From an optimization exercise on the open Yosys and OpenROAD flow, aimed at small area and a short achievable clock period; shortcuts taken in it are not production practice. Function was checked by simulation only, so behaviour that the tests miss may differ from the original.

### flow/config.mk
export PLATFORM = sky130hd
export DESIGN_NAME = dit_fft_8
export DESIGN_NICKNAME = dit_fft_8
export VERILOG_FILES = /design/flow/design.v
export SDC_FILE = /design/flow/constraint.sdc
export NUM_CORES = 4
export LEC_CHECK = 0
export CAP_MARGIN = 20
export CORE_MARGIN = 2
export CORE_UTILIZATION = 40
export SLEW_MARGIN = 20
### flow/constraint.sdc
create_clock -name core_clock -period 10.0 [get_ports {clk}]
set_input_delay 2.0000 -clock core_clock [delete_from_list [all_inputs] [get_ports {clk}]]
set_output_delay 2.0000 -clock core_clock [all_outputs]
set_load 0.01 [all_outputs]
### flow/design.v
module dit_fft_8(clk,rst_n,in1r,in1i,in2r,in2i,in3r,in3i,in4r,in4i,in5r,in5i,in6r,in6i,in7r,in7i,in8r,in8i,y1r,y1i,y2r,y2i,y3r,y3i,y4r,y4i,y5r,y5i,y6r,y6i,y7r,y7i,y8r,y8i,write,start,ready);
input clk,rst_n,write,start;
input [15:0] in1r,in2r,in3r,in4r,in5r,in6r,in7r,in8r;
input [15:0] in1i,in2i,in3i,in4i,in5i,in6i,in7i,in8i;
output [15:0] y1r,y2r,y3r,y4r,y5r,y6r,y7r,y8r,y1i,y2i,y3i,y4i,y5i,y6i,y7i,y8i;
output ready;
reg write_n,start_n,ready;
wire [15:0] in1r,in2r,in3r,in4r,in5r,in6r,in7r,in8r,in1i,in2i,in3i,in4i,in5i,in6i,in7i,in8i;
wire [15:0] y1r,y2r,y3r,y4r,y5r,y6r,y7r,y8r,y1i,y2i,y3i,y4i,y5i,y6i,y7i,y8i;
wire signed [15:0] inc1_r,inc2_r,inc3_r,inc4_r,inc5_r,inc6_r,inc7_r,inc8_r,inc1_i,inc2_i,inc3_i,inc4_i,inc5_i,inc6_i,inc7_i,inc8_i;
reg signed [15:0] in11r,in11i,in12r,in12i,in13r,in13i,in14r,in14i,in15r,in15i,in16r,in16i,in17r,in17i,in18r,in18i;
wire [15:0] f1r,f1i,f2r,f2i,f3r,f3i,f4r,f4i,f5r,f5i,f6r,f6i,f7r,f7i,f8r,f8i;
reg signed [15:0]  m1r,m1i,m2r,m2i,m3r,m3i,m4r,m4i,m5r,m5i,m6r,m6i,m7r,m7i,m8r,m8i;
reg signed [15:0]  n1r,n1i,n2r,n2i,n3r,n3i,n4r,n4i,n5r,n5i,n6r,n6i,n7r,n7i,n8r,n8i;
wire signed [15:0] twi_1r,twi_1i,twi_2r,twi_2i,twi_3r,twi_3i,twi_4r,twi_4i,twi_5r,twi_5i,twi_6r,twi_6i,twi_7r,twi_7i,twi_8r,twi_8i;
two_comp c0i(in1i,in2i,in3i,in4i,in5i,in6i,in7i,in8i,inc1_i,inc2_i,inc3_i,inc4_i,inc5_i,inc6_i,inc7_i,inc8_i);
two_comp c0r(in1r,in2r,in3r,in4r,in5r,in6r,in7r,in8r,inc1_r,inc2_r,inc3_r,inc4_r,inc5_r,inc6_r,inc7_r,inc8_r);
inv_comp d0r(n1r,n2r,n3r,n4r,n5r,n6r,n7r,n8r,f1r,f2r,f3r,f4r,f5r,f6r,f7r,f8r);
inv_comp d0i(n1i,n2i,n3i,n4i,n5i,n6i,n7i,n8i,f1i,f2i,f3i,f4i,f5i,f6i,f7i,f8i);
bfly_stage4 S0(m1r,m1i,m3r,m3i,m5r,m5i,m7r,m7i,twi_1r,twi_1i,twi_2r,twi_2i,twi_3r,twi_3i,twi_4r,twi_4i);
bfly_stage4 S1(m2r,m2i,m4r,m4i,m6r,m6i,m8r,m8i,twi_5r,twi_5i,twi_6r,twi_6i,twi_7r,twi_7i,twi_8r,twi_8i);
assign y1r = f1r;
assign y2r = f2r;
assign y3r = f3r;
assign y4r = f4r;
assign y5r = f5r;
assign y6r = f6r;
assign y7r = f7r;
assign y8r = f8r;
assign y1i = f1i;
assign y2i = f2i;
assign y3i = f3i;
assign y4i = f4i;
assign y5i = f5i;
assign y6i = f6i;
assign y7i = f7i;
assign y8i = f8i;
always@(posedge clk) begin
if (~rst_n) begin
	ready <=1'b0;
	write_n <= 1'b0;
	start_n <= 1'b0;
end
else begin
	write_n <= write;
	start_n <= start;
        if (start_n) begin
		n1r <= twi_1r + twi_5r;
		n1i <= twi_1i + twi_5i;
		n2i <= twi_2i - ((twi_6r>>>1)+(twi_6r>>>2)-(twi_6r>>>4)+(twi_6r>>>5)-(twi_6r>>>6)+(twi_6r>>>7)-(twi_6r>>>8)) + ((twi_6i>>>1)+(twi_6i>>>2)-(twi_6i>>>4)+(twi_6i>>>5)-(twi_6i>>>6)+(twi_6i>>>7)-(twi_6i>>>8)) ;
 		n2r <= twi_2r + ((twi_6r>>>1)+(twi_6r>>>2)-(twi_6r>>>4)+(twi_6r>>>5)-(twi_6r>>>6)+(twi_6r>>>7)-(twi_6r>>>8)) + ((twi_6i>>>1)+(twi_6i>>>2)-(twi_6i>>>4)+(twi_6i>>>5)-(twi_6i>>>6)+(twi_6i>>>7)-(twi_6i>>>8))   ;
		n3r <= twi_3r + twi_7i;
 		n3i <= twi_3i - twi_7r;
 		n4r <= twi_4r + ((twi_8i>>>1)+(twi_8i>>>2)-(twi_8i>>>4)+(twi_8i>>>5)-(twi_8i>>>6)+(twi_8i>>>7)-(twi_8i>>>8)) - ((twi_8r>>>1)+(twi_8r>>>2)-(twi_8r>>>4)+(twi_8r>>>5)-(twi_8r>>>6)+(twi_8r>>>7)-(twi_8r>>>8)) ;
 		n4i <= twi_4i - ((twi_8i>>>1)+(twi_8i>>>2)-(twi_8i>>>4)+(twi_8i>>>5)-(twi_8i>>>6)+(twi_8i>>>7)-(twi_8i>>>8)) - ((twi_8r>>>1)+(twi_8r>>>2)-(twi_8r>>>4)+(twi_8r>>>5)-(twi_8r>>>6)+(twi_8r>>>7)-(twi_8r>>>8)) ;
 		n5r <= twi_1r - twi_5r;
		n5i <= twi_1i - twi_5i;
		n6i <= twi_2i + ((twi_6r>>>1)+(twi_6r>>>2)-(twi_6r>>>4)+(twi_6r>>>5)-(twi_6r>>>6)+(twi_6r>>>7)-(twi_6r>>>8)) - ((twi_6i>>>1)+(twi_6i>>>2)-(twi_6i>>>4)+(twi_6i>>>5)-(twi_6i>>>6)+(twi_6i>>>7)-(twi_6i>>>8)) ;
		n6r <= twi_2r - ((twi_6i>>>1)+(twi_6i>>>2)-(twi_6i>>>4)+(twi_6i>>>5)-(twi_6i>>>6)+(twi_6i>>>7)-(twi_6i>>>8)) - ((twi_6r>>>1)+(twi_6r>>>2)-(twi_6r>>>4)+(twi_6r>>>5)-(twi_6r>>>6)+(twi_6r>>>7)-(twi_6r>>>8)) ;
 		n7r <= twi_3r - twi_7i;
		n7i <= twi_3i + twi_7r;
		n8r <= twi_4r - ((twi_8i>>>1)+(twi_8i>>>2)-(twi_8i>>>4)+(twi_8i>>>5)-(twi_8i>>>6)+(twi_8i>>>7)-(twi_8i>>>8)) + ((twi_8r>>>1)+(twi_8r>>>2)-(twi_8r>>>4)+(twi_8r>>>5)-(twi_8r>>>6)+(twi_8r>>>7)-(twi_8r>>>8)) ;
 		n8i <= twi_4i + ((twi_8i>>>1)+(twi_8i>>>2)-(twi_8i>>>4)+(twi_8i>>>5)-(twi_8i>>>6)+(twi_8i>>>7)-(twi_8i>>>8)) + ((twi_8r>>>1)+(twi_8r>>>2)-(twi_8r>>>4)+(twi_8r>>>5)-(twi_8r>>>6)+(twi_8r>>>7)-(twi_8r>>>8)) ;
        	ready <= 1'b1;
        end
        else begin
        if (write_n) begin
        	m1r <= inc1_r;
        	m2r <= inc2_r;
        	m3r <= inc3_r;
        	m4r <= inc4_r;
        	m5r <= inc5_r;
        	m6r <= inc6_r;
        	m7r <= inc7_r;
        	m8r <= inc8_r;
        	m1i <= inc1_i;
        	m2i <= inc2_i;
        	m3i <= inc3_i;
        	m4i <= inc4_i;
        	m5i <= inc5_i;
        	m6i <= inc6_i;
        	m7i <= inc7_i;
        	m8i <= inc8_i;
        end
        ready <= 1'b0;
end
end
end
endmodule
module bfly_stage4(a1_r,a1_i,a2_r,a2_i,a3_r,a3_i,a4_r,a4_i,inX1r,inX1i,inX2r,inX2i,inX3r,inX3i,inX4r,inX4i);
input [15:0] a1_r,a1_i,a2_r,a2_i,a3_r,a3_i,a4_r,a4_i;
output [15:0] inX1r,inX1i,inX2r,inX2i,inX3r,inX3i,inX4r,inX4i;
wire signed [15:0] a1_r,a1_i,a2_r,a2_i,a3_r,a3_i,a4_r,a4_i;
wire signed [15:0] inX1r,inX1i,inX2r,inX2i,inX3r,inX3i,inX4r,inX4i;
assign inX1r = a1_r + a2_r + a3_r + a4_r;
assign inX1i = a1_i + a2_i + a3_i + a4_i;
assign inX2i = a1_i - a2_r - a3_i + a4_r;
assign inX2r = a1_r + a2_i - a3_r - a4_i;
assign inX3r = a1_r - a2_r + a3_r - a4_r;
assign inX3i = a1_i - a2_i + a3_i - a4_i;
assign inX4r = a1_r - a2_i - a3_r + a4_i;
assign inX4i = a1_i + a2_r - a3_i - a4_r ;
endmodule
module two_comp(ip1,ip2,ip3,ip4,ip5,ip6,ip7,ip8,op1,op2,op3,op4,op5,op6,op7,op8);
	input [15:0] ip1,ip2,ip3,ip4,ip5,ip6,ip7,ip8;
	output [15:0] op1,op2,op3,op4,op5,op6,op7,op8;
	reg  [15:0] op1,op2,op3,op4,op5,op6,op7,op8;
	reg  [14:0] val;
	always @* begin
	if (ip1[15]== 1) begin
		val = ~(ip1)+1'b1;
		op1 = {1'b1,val};
	end
	else begin
		op1 = ip1;
	end
	if (ip2[15]== 1) begin
		val = ~(ip2)+1'b1;
		op2 = {1'b1,val};
	end
	else begin
		op2 = ip2;
	end
	if (ip3[15]== 1) begin
		val = ~(ip3)+1'b1;
		op3 = {1'b1,val};
	end
	else begin
		op3 = ip3;
	end
	if (ip4[15]== 1) begin
		val = ~(ip4)+1'b1;
		op4 = {1'b1,val};
	end
	else begin
		op4 = ip4;
	end
	if (ip5[15]== 1) begin
		val = ~(ip5)+1'b1;
		op5 = {1'b1,val};
	end
	else begin
		op5 = ip5;
	end
	if (ip6[15]== 1) begin
		val = ~(ip6)+1'b1;
		op6 = {1'b1,val};
	end
	else begin
		op6 = ip6;
	end
	if (ip7[15]== 1) begin
		val = ~(ip7)+1'b1;
		op7 = {1'b1,val};
	end
	else begin
		op7 = ip7;
	end
	if (ip8[15]== 1) begin
		val = ~(ip8)+1'b1;
		op8 = {1'b1,val};
	end
	else begin
		op8 = ip8;
	end
	end
endmodule
module inv_comp(ip1,ip2,ip3,ip4,ip5,ip6,ip7,ip8,op1,op2,op3,op4,op5,op6,op7,op8);
	input [15:0] ip1,ip2,ip3,ip4,ip5,ip6,ip7,ip8;
	output [15:0] op1,op2,op3,op4,op5,op6,op7,op8;
	wire signed [15:0] ip1,ip2,ip3,ip4,ip5,ip6,ip7,ip8;
	reg  [15:0] op1,op2,op3,op4,op5,op6,op7,op8;
	reg  [14:0] val;
	always @* begin
	if (ip1[15]== 1) begin
		val = ip1-1;
		op1 = {1'b1,~val};
	end
	else begin
		op1 = ip1;
	end
	if (ip2[15]== 1) begin
		val = ip2-1;
		op2 = {1'b1,~val};
	end
	else begin
		op2 = ip2;
	end
	if (ip3[15]== 1) begin
		val = ip3-1;
		op3 = {1'b1,~val};
	end
	else begin
		op3 = ip3;
	end
	if (ip4[15]== 1) begin
		val = ip4-1;
		op4 = {1'b1,~val};
	end
	else begin
		op4 = ip4;
	end
	if (ip5[15]== 1) begin
		val = ip5-1;
		op5 = {1'b1,~val};
	end
	else begin
		op5 = ip5;
	end
	if (ip6[15]== 1) begin
		val = ip6-1;
		op6 = {1'b1,~val};
	end
	else begin
		op6 = ip6;
	end
	if (ip7[15]== 1) begin
		val = ip7-1;
		op7 = {1'b1,~val};
	end
	else begin
		op7 = ip7;
	end
	if (ip8[15]== 1) begin
		val = ip8-1;
		op8 = {1'b1,~val};
	end
	else begin
		op8 = ip8;
	end
	end
endmodule
### flow/run.sh
#!/bin/bash
# synth_recipe.tcl (not shown) runs the flow's synth.tcl, then flattens the netlist and writes it again
# the make line also repeats each setting of config.mk as NAME=value (left out here)
make -C /OpenROAD-flow-scripts/flow DESIGN_CONFIG=/design/flow/config.mk WORK_HOME=/design/flow/orfs CLKGATE_MAP_FILE= SYNTH_SCRIPT=/design/flow/synth_recipe.tcl finish
==> results by group <==
Die
  – Die area: 170,600 sq um
  – Die H: just over 400 um
  – Die W: between 400 and 500 um
  – Initial Util: 0.4015
  – Row count: 150
  – IO Pins: slightly above 500
  – Core area: 166,700 sq um

Worst setup path
  – Critical path class: reg -> reg
  – CP endpoint kind: register
  – Crit path to: n6r[15]
  – Worst setup path start: m6r[1]
  – Req. time, crit path: 10.43 ns
  – Slowest CP cell: or4_4
  – R2r setup slk: between 0.3 and 0.4 ns
  – WP data arrival: about 10 ns
  – Max FO, Critical Path: 5
  – Setup crit start kind: register
  – Worst r2r dst: n6r[15]
  – Worst r2r path cells: 39
  – Critical R2R Launch: m6r[1]
  – Largest stage delay, worst path: 0.60 ns

Timing
  – Final hold violations: 0
  – Clock Skews: 0.03740 ns
  – Slew headroom: 0.2057
  – Fin Hold WS: about 0.53 ns
  – F_max: between 100 and 150 MHz
  – RSZ-0062 raised after global routing: true
  – Minimum clock period: 9.687 ns
  – Worst-Margin Slew: between 1 and 1.5 ns
  – Ratio of final minimum period to clock period: 0.9687
  – Slew Viols, Final: 0
  – Final setup vio count: 0

Place
  – DP HPWL: 199.3 mm
  – RePlAce Congestion: between 0.9 and 1
  – IO buf count: 516
  – Placed Cells incl. Taps: between 9,000 and 10,000

Run
  – Max Cap Violations: 0

Clocking
  – Sink Count: between 500 and 600
  – Worst-path clk slew: roughly 0.07 ns
  – CTS Buffer Depth: 3
  – Root Driver: clkbuf_16
  – CTS tree: done
  – H-tree depth: 2
  – Num CTS Buffers: between 60 and 70
  – Latest clock arrival within the worst-skew pair: 0.71 ns

Global route
  – Initial antenna violation count: 13
  – Vias in the first global route: 52,080
  – GRT Residual Overflow: 0
  – First-pass GRT wire length: between 300 and 400 mm
  – Largest net degree at the start of global routing: 136
  – Global Route Usage Sum: 0.2641

Detailed routing
  – Routed vias: 51,650
  – TritonRoute pass-1 iters: 6
  – Routed Antenna Nets: 0
  – Vias/cell: 5.238
  – Initial DRC Count: around 3,700
  – Wirelength per Cell: 23.02 um
  – Drc violations: 0
  – Routed WL: between 200 and 250 mm

Yosys
  – Compound-gate portion of the synthesized area: 0.1232
  – Sequential element share of the synthesized area: 0.2284
  – Flops & latches, synth: 510
  – Post-synthesis mux area share: 0.001533
  – Synth Area in Simple Gates: 0.09320
  – Top cells by count, synth: inv_1 (1,022), xnor2_1 (759), fa_1 (758), ha_1 (675), edfxtp_1 (507)
  – Most frequent cell after synthesis: inv_1
  – Post-Syn Area: 66,910 sq um
  – Net count after synthesis: ~8,400
  – Warnings, synthesis: 3
  – Yosys top cell area share: 0.2275
  – Area leader, netlist: edfxtp_1
  – Post-Synth Adder-Cell Area: 0.3539
  – Syn Area/Cell: 10.04 sq um
  – Mapped Cells: around 6,700
  – Post-synth EDFFs: 507
  – Main combinational cell family by area after synthesis: adder cells
  – Main flop type after synthesis: edfxtp_1
  – Synth top area cells: edfxtp_1 (23%), fa_1 (23%), ha_1 (13%), xnor2_1 (9.9%), inv_1 (5.7%)
  – Synth Area in XOR/XNOR: 0.1347
  – Distinct cells, synth: 80
  – Asr flop ratio synth: 0

Layout
  – Share of cells above drive strength 1: 0.1005
  – Area grow syn2layout: 20.81%
  – Final std cells w/o fill: 9,861
  – Net count, final: 9,295

Outcome
  – Outcome: complete, no violations

Hold path
  – Worst min-delay path class: reg -> reg
[final cells by class]
type / count / area, sq um
fillers: 15620 / 85830
multi-input cells: 5033 / 48320
flip-flops and latches: 510 / 15280
repair buffers: 970 / 8602
inverters: 1026 / 3851
well taps: 2204 / 2758
clock buffers: 70 / 1582
clock inverters: 44 / 421.7
diodes: 4 / 10.01
[layout by cell type, fill, tap and decap left out, types with 23 or more instances in the layout]
cell,n
inv_1,1014
nor2_1,262
nor3_1,149
ha_1,661
edfxtp_1,507
or3_1,44
a21o_1,121
nand2b_1,82
a21oi_1,281
o31ai_1,113
buf_4,451
xnor2_1,736
clkbuf_16,62
o21bai_1,99
or2_2,23
xnor2_2,23
nand3_1,98
o21a_1,26
nor2b_1,39
nand2_1,390
clkdlybuf4s50_1,516
a31oi_1,25
and2_1,29
o21ai_0,289
xor2_1,238
fa_1,741
o211ai_1,30
nor4_1,27
and3_1,54
o41ai_1,56
[worst min-delay path by stage]
stage | startpoint | end | cells past startpoint
after CTS | start_n | ready | 1
final | start_n | ready | 1
after global routing | start_n | ready | 1
after floorplan | start_n | ready | 1
after global placement | start_n | ready | 1
after detailed placement | start_n | ready | 1
[kinds of logic after synthesis]
kind of cell               Yosys count
buffers and inverters             1123
DFF                                510
xor gates and xnor gates          1022
AOI/OAI and AO/OA                 1269
muxes                               10
adders and majority gates         1439
and+or+nand+nor                   1293
[timing repair]
item                       CTS  global route
hold buffers                 0             0
buffers inserted             3            23
pin swaps                    4            85
resized for setup           23           182
setup endpoints to repair    9            41
[critical path: cells and delay by family, from the launching register on]
family | cells | cell delay [ns]
adder cells (fa/ha/maj) | 10 | 3.98
flip-flops | 1 | 0.56
AND/OR/NAND/NOR | 5 | 1.39
multiplexers | 1 | 0.35
XOR/XNOR | 3 | 0.50
AO/OA/AOI/OAI | 11 | 1.80
buffers and inverters | 9 | 0.84
[metrics by stage]
stage	worst slack, ns	setup TNS [ns]	utilization	cell area, sq um
finish	0.3126	0	0.4850	80830
global route	-0.09366	-0.3320	0.4849	80820
CTS	0.0003597	0	0.4784	79730
detailed placement	-0.2213	-1.235	0.4656	77590
global placement	-0.1453	-0.4444	0.4655	77590
floorplan	0.1991	0	-	66910
[layer usage]
layer / GRT usage / vias to the layer above / wire [um]
met5: 0 / - / 72
met4: 0.1165 / 12 / 11900
met3: 0.08164 / 281 / 20630
met2: 0.4069 / 1625 / 99250
met1: 0.3407 / 25370 / 95130
li1: - / 24370 / -

separate check: timing with driven ports:
No port has a modelled driver above. Below, the same layout with a new extraction and two added sets of constraints.
Step 1: set_driving_cell puts a clkbuf_16 on clk and a buf_2 on each other input, an assumption about the parent block.
Step 2 moves the port delays by t, midway between the first and last clock arrival at a register: inputs arrive t later, outputs are due t later. That takes back most of the time a late clock gives input paths.
a / b / c = ideal / step 1 / step 2; a / b = the first two.
shift t [ns]: 0.769
setup WS [ns]: 0.313 / 0.313 / 0.313
worst setup path after step 2: register to register
clock arrival spread, ns: 0.038 / 0.038
cell pins on the clock port's net: 1
After both steps this run still meets setup and hold. For this run, drivers alone change the setup slack by 0.000 ns; drivers and shift together by 0.000 ns.
